Background: an optimization exercise with open tools, aiming at small area, a short achievable clock period and few clock cycles per item. Do not read the settings as production practice.
RTL that was checked went through simulation tests only; none was proved equivalent to the original.

==> flow/design.v <==
module mult(
 clk,
 rstx,
 mcand_is_signed,
 mlier_is_signed,
 start,
 mcand,
 mlier,
 prod,
 busy
);
parameter BW_CNT = 3,    
          BW_MCAND = 3,
          BW_MLIER = 4;
input                          clk;
input                          rstx;
input                          mcand_is_signed;
input                          mlier_is_signed;
input                          start;
input           [BW_MCAND-1:0] mcand;
input           [BW_MLIER-1:0] mlier;
output [BW_MCAND+BW_MLIER-1:0] prod;
output                         busy;
reg [BW_CNT-1:0] cnt;
wire cnt_eq_0 = (cnt == {BW_CNT{1'b0}});
always @(posedge clk or negedge rstx)
  if (~rstx)         cnt <= {BW_CNT{1'b0}};
  else if (start)    cnt <= BW_MLIER;
  else if (cnt_eq_0) cnt <= {BW_CNT{1'b0}};
  else               cnt <= cnt - {{(BW_CNT-1){1'b0}}, 1'd1};
wire cnt_eq_1 = (cnt == {{(BW_CNT-1){1'b0}}, 1'd1});
assign busy = ~cnt_eq_0;
wire last_stage_1 = cnt_eq_1 & mlier_is_signed;
reg [BW_MCAND+BW_MLIER-1:0] prod;
wire [BW_MCAND-1:0] prod1 = (prod[0] ? mcand : {BW_MCAND{1'b0}});
wire [BW_MCAND:0] sum = {   cnt_eq_1
                          ? mcand_is_signed | mlier_is_signed
                          : 1'b0
                        , prod[BW_MCAND+BW_MLIER-1:BW_MLIER] }
                      + { 1'b0
                        ,   {BW_MCAND{last_stage_1}}
                          ^ { prod1[BW_MCAND-1] ^ mcand_is_signed
                            , prod1[BW_MCAND-2:0] } }
                      + {{BW_MCAND{1'b0}}, last_stage_1};
always @(posedge clk or negedge rstx)
  if (~rstx)          prod <= {(BW_MCAND+BW_MLIER){1'b0}};
  else if (start)     prod <= {mcand_is_signed, {(BW_MCAND-1){1'b0}}, mlier};
  else if (~cnt_eq_0) prod <= {sum, prod[BW_MLIER-1:1]};
endmodule
module cordic_sqrt_seq (
 input         rstx,
 input         clk,
 input         start,
 input  [15:0] din,
 output        busy,
 output [15:0] dout
);
reg  [4:0] cnt;
wire [4:0] ncnt = start ? 5'd1 :
                  ((cnt == 5'd17) || (cnt == 5'd0)) ? 5'd0 : cnt + 5'd1;
always @(posedge clk or negedge rstx)
  if (!rstx) cnt <= 5'd0;
  else       cnt <= ncnt;
assign busy = (cnt != 5'd0);
reg [7:0] selx_n;   
reg [7:0] sely_n;   
reg       mm_n;     
reg       cord_n;   
reg       yx_n;     
always @(*) begin
  sely_n = 8'b00000001;
  case (ncnt)
  5'd1: sely_n = 8'b00000001;
  5'd2: sely_n = 8'b00000010;
  5'd3: sely_n = 8'b00000100;
  5'd4: sely_n = 8'b00001000;
  5'd5: sely_n = 8'b00001000;
  5'd6: sely_n = 8'b00010000;
  5'd7: sely_n = 8'b00100000;
  5'd8: sely_n = 8'b01000000;
  5'd9: sely_n = 8'b10000000;
  default: sely_n = 8'b00000001;
  endcase
  mm_n = 1'b0;
  case (ncnt)
  5'd10: begin selx_n = 8'b00000001; mm_n = 1'b0; end
  5'd11: begin selx_n = 8'b00000100; mm_n = 1'b1; end
  5'd12: begin selx_n = 8'b00001000; mm_n = 1'b1; end
  5'd13: begin selx_n = 8'b00000100; mm_n = 1'b0; end
  5'd14: begin selx_n = 8'b00000010; mm_n = 1'b0; end
  5'd15: begin selx_n = 8'b00000010; mm_n = 1'b1; end
  5'd16: begin selx_n = 8'b00000010; mm_n = 1'b1; end
  5'd17: begin selx_n = 8'b00000010; mm_n = 1'b0; end
  default: selx_n = sely_n;
  endcase
  cord_n = (ncnt != 5'd0) && (ncnt <= 5'd9);
  yx_n   = (ncnt >= 5'd9);
end
reg [7:0] selx, sely;
reg       cord, yx, rnd;
always @(posedge clk) begin
  selx <= selx_n;
  sely <= sely_n;
  cord <= cord_n;
  yx   <= yx_n;
  rnd  <= (ncnt == 5'd11);
end
reg  [20:0] X;
reg  [20:0] Y;
wire [28:0] yext = {{8{Y[20]}}, Y};
wire [28:0] xext = {8'd0, X};
reg  [20:0] ysh, xsh;
integer i, k;
always @(*) begin
  for (i = 0; i < 21; i = i + 1) begin
    ysh[i] = 1'b0;
    xsh[i] = 1'b0;
    for (k = 0; k < 8; k = k + 1) begin
      ysh[i] = ysh[i] | (selx[k] & yext[i + k + 1]);
      xsh[i] = xsh[i] | (sely[k] & xext[i + k + 1]);
    end
  end
  ysh[18] = ysh[18] | rnd;
end
reg         mx, cx, my;
wire [20:0] xsum, ysum;
pfx_add #(.W(21)) u_xadd (.a(X), .b(ysh ^ {21{mx}}), .ci(cx), .s(xsum));
pfx_add #(.W(21)) u_yadd (.a(Y), .b(xsh ^ {21{my}}), .ci(my), .s(ysum));
wire [20:0] x0 = {{1'b0, din} + 17'h02000, 4'd0};
wire [20:0] y0 = {{1'b0, din} - 17'h02000, 4'd0};
wire        ny_pos = start ? ~y0[20] : busy ? ~(yx ? xsum[20] : ysum[20]) : ~Y[20];
always @(posedge clk) begin
  mx <= cord_n ? ny_pos : mm_n;
  cx <= cord_n & ny_pos;
  my <= ny_pos;
end
always @(posedge clk)
  if (start) begin
    X <= x0;
    Y <= y0;
  end else if (busy) begin
    if (cord) X <= xsum;
    Y <= yx ? xsum : ysum;
  end
assign dout = Y[19:4];
endmodule
module pfx_add #(parameter W = 21) (
 input  [W-1:0] a,
 input  [W-1:0] b,
 input          ci,
 output [W-1:0] s
);
wire [W-1:0] p0 = a ^ b;
reg  [W:0]   g, p, gn, pn;
integer i, d;
always @(*) begin
  g = {a & b, ci};
  p = {p0, 1'b0};
  for (d = 1; d < W + 1; d = d * 2) begin
    gn = g;
    pn = p;
    for (i = d; i < W + 1; i = i + 1) begin
      gn[i] = g[i] | (p[i] & g[i - d]);
      pn[i] = p[i] & p[i - d];
    end
    g = gn;
    p = pn;
  end
end
assign s = p0 ^ g[W-1:0];
endmodule
==> flow/config.mk <==
export PLATFORM = sky130hd
export DESIGN_NAME = cordic_sqrt_seq
export DESIGN_NICKNAME = cordic_sqrt_seq
export VERILOG_FILES = /design/flow/design.v
export SDC_FILE = /design/flow/constraint.sdc
export NUM_CORES = 4
export LEC_CHECK = 0
export CAP_MARGIN = 20
export CORE_MARGIN = 2
export CORE_UTILIZATION = 40
export SLEW_MARGIN = 20
==> flow/constraint.sdc <==
create_clock -name core_clock -period 6.0 [get_ports {clk}]
set_input_delay 1.2000 -clock core_clock [delete_from_list [all_inputs] [get_ports {clk}]]
set_output_delay 1.2000 -clock core_clock [all_outputs]
set_load 0.01 [all_outputs]
run.sh (not shown) runs the stock make flow with config.mk's settings and CLKGATE_MAP_FILE= SYNTH_SCRIPT=/design/flow/synth_recipe.tcl, a recipe that flattens the netlist after the stock synthesis.
Testbench counts at the start, summed over its fixed seeds: cycles 144,000, items 8,000.
Next try:
--- a/flow/design.v
+++ b/flow/design.v
@@ -97,16 +97,17 @@
   yx_n   = (ncnt >= 5'd9);
 end
 reg [7:0] selx, sely;
-reg       cord, yx, rnd;
+reg       mm, cord, yx;
 always @(posedge clk) begin
   selx <= selx_n;
   sely <= sely_n;
+  mm   <= mm_n;
   cord <= cord_n;
   yx   <= yx_n;
-  rnd  <= (ncnt == 5'd11);
 end
 reg  [20:0] X;
 reg  [20:0] Y;
+wire        yneg = Y[20];
 wire [28:0] yext = {{8{Y[20]}}, Y};
 wire [28:0] xext = {8'd0, X};
 reg  [20:0] ysh, xsh;
@@ -120,29 +121,22 @@
       xsh[i] = xsh[i] | (sely[k] & xext[i + k + 1]);
     end
   end
-  ysh[18] = ysh[18] | rnd;
 end
-reg         mx, cx, my;
+wire        mx   = cord ? ~yneg : mm;
+wire        cx   = cord & ~yneg;
+wire        my   = ~yneg;
 wire [20:0] xsum, ysum;
 pfx_add #(.W(21)) u_xadd (.a(X), .b(ysh ^ {21{mx}}), .ci(cx), .s(xsum));
 pfx_add #(.W(21)) u_yadd (.a(Y), .b(xsh ^ {21{my}}), .ci(my), .s(ysum));
-wire [20:0] x0 = {{1'b0, din} + 17'h02000, 4'd0};
-wire [20:0] y0 = {{1'b0, din} - 17'h02000, 4'd0};
-wire        ny_pos = start ? ~y0[20] : busy ? ~(yx ? xsum[20] : ysum[20]) : ~Y[20];
-always @(posedge clk) begin
-  mx <= cord_n ? ny_pos : mm_n;
-  cx <= cord_n & ny_pos;
-  my <= ny_pos;
-end
 always @(posedge clk)
   if (start) begin
-    X <= x0;
-    Y <= y0;
+    X <= {{1'b0, din} + 17'h02000, 4'd0};
+    Y <= {{1'b0, din} - 17'h02000, 4'd0};
   end else if (busy) begin
     if (cord) X <= xsum;
     Y <= yx ? xsum : ysum;
   end
-assign dout = Y[19:4];
+assign dout = Y[19:4] + {15'd0, Y[3]};
 endmodule
 module pfx_add #(parameter W = 21) (
  input  [W-1:0] a,
Outcome: Area after synthesis stays flat; clock-buffer cell count increases by 1; worst hold slack improved by 0.027 ns; clock skew hardly moves; utilization increases by 0.75 points; routed wire length increases by 2.3%.
No functional check of the RTL was part of the second run of this note.

## what the ideal ports hide
Ports are ideal in the flow. The routed layouts listed here were re-timed in OpenROAD. Step 1 (the two cells are an assumption about what drives the block):
set clk [get_ports {clk}]
set_driving_cell -lib_cell sky130_fd_sc_hd__clkbuf_16 $clk
set_driving_cell -lib_cell sky130_fd_sc_hd__buf_2 [delete_from_list [all_inputs] $clk]
Step 2, shift: input delay + t, output delay - t, t = (earliest + latest rising clock arrival at the registers) / 2. This alone moves slack from input paths to output paths. Slacks: no drivers / after step 1 / after step 2; pairs: no drivers / after step 1.
run	t, ns	setup WS [ns]	worst setup path after step 2	worst slew at a driven data input, ns	pins driven straight from the clock port
the first run	0.388	1.910 / 1.910 / 1.910	register to register	0.04	1
the second run	0.381	1.704 / 1.704 / 1.704	register to register	0.04	1
After both steps every run listed still meets setup and hold.
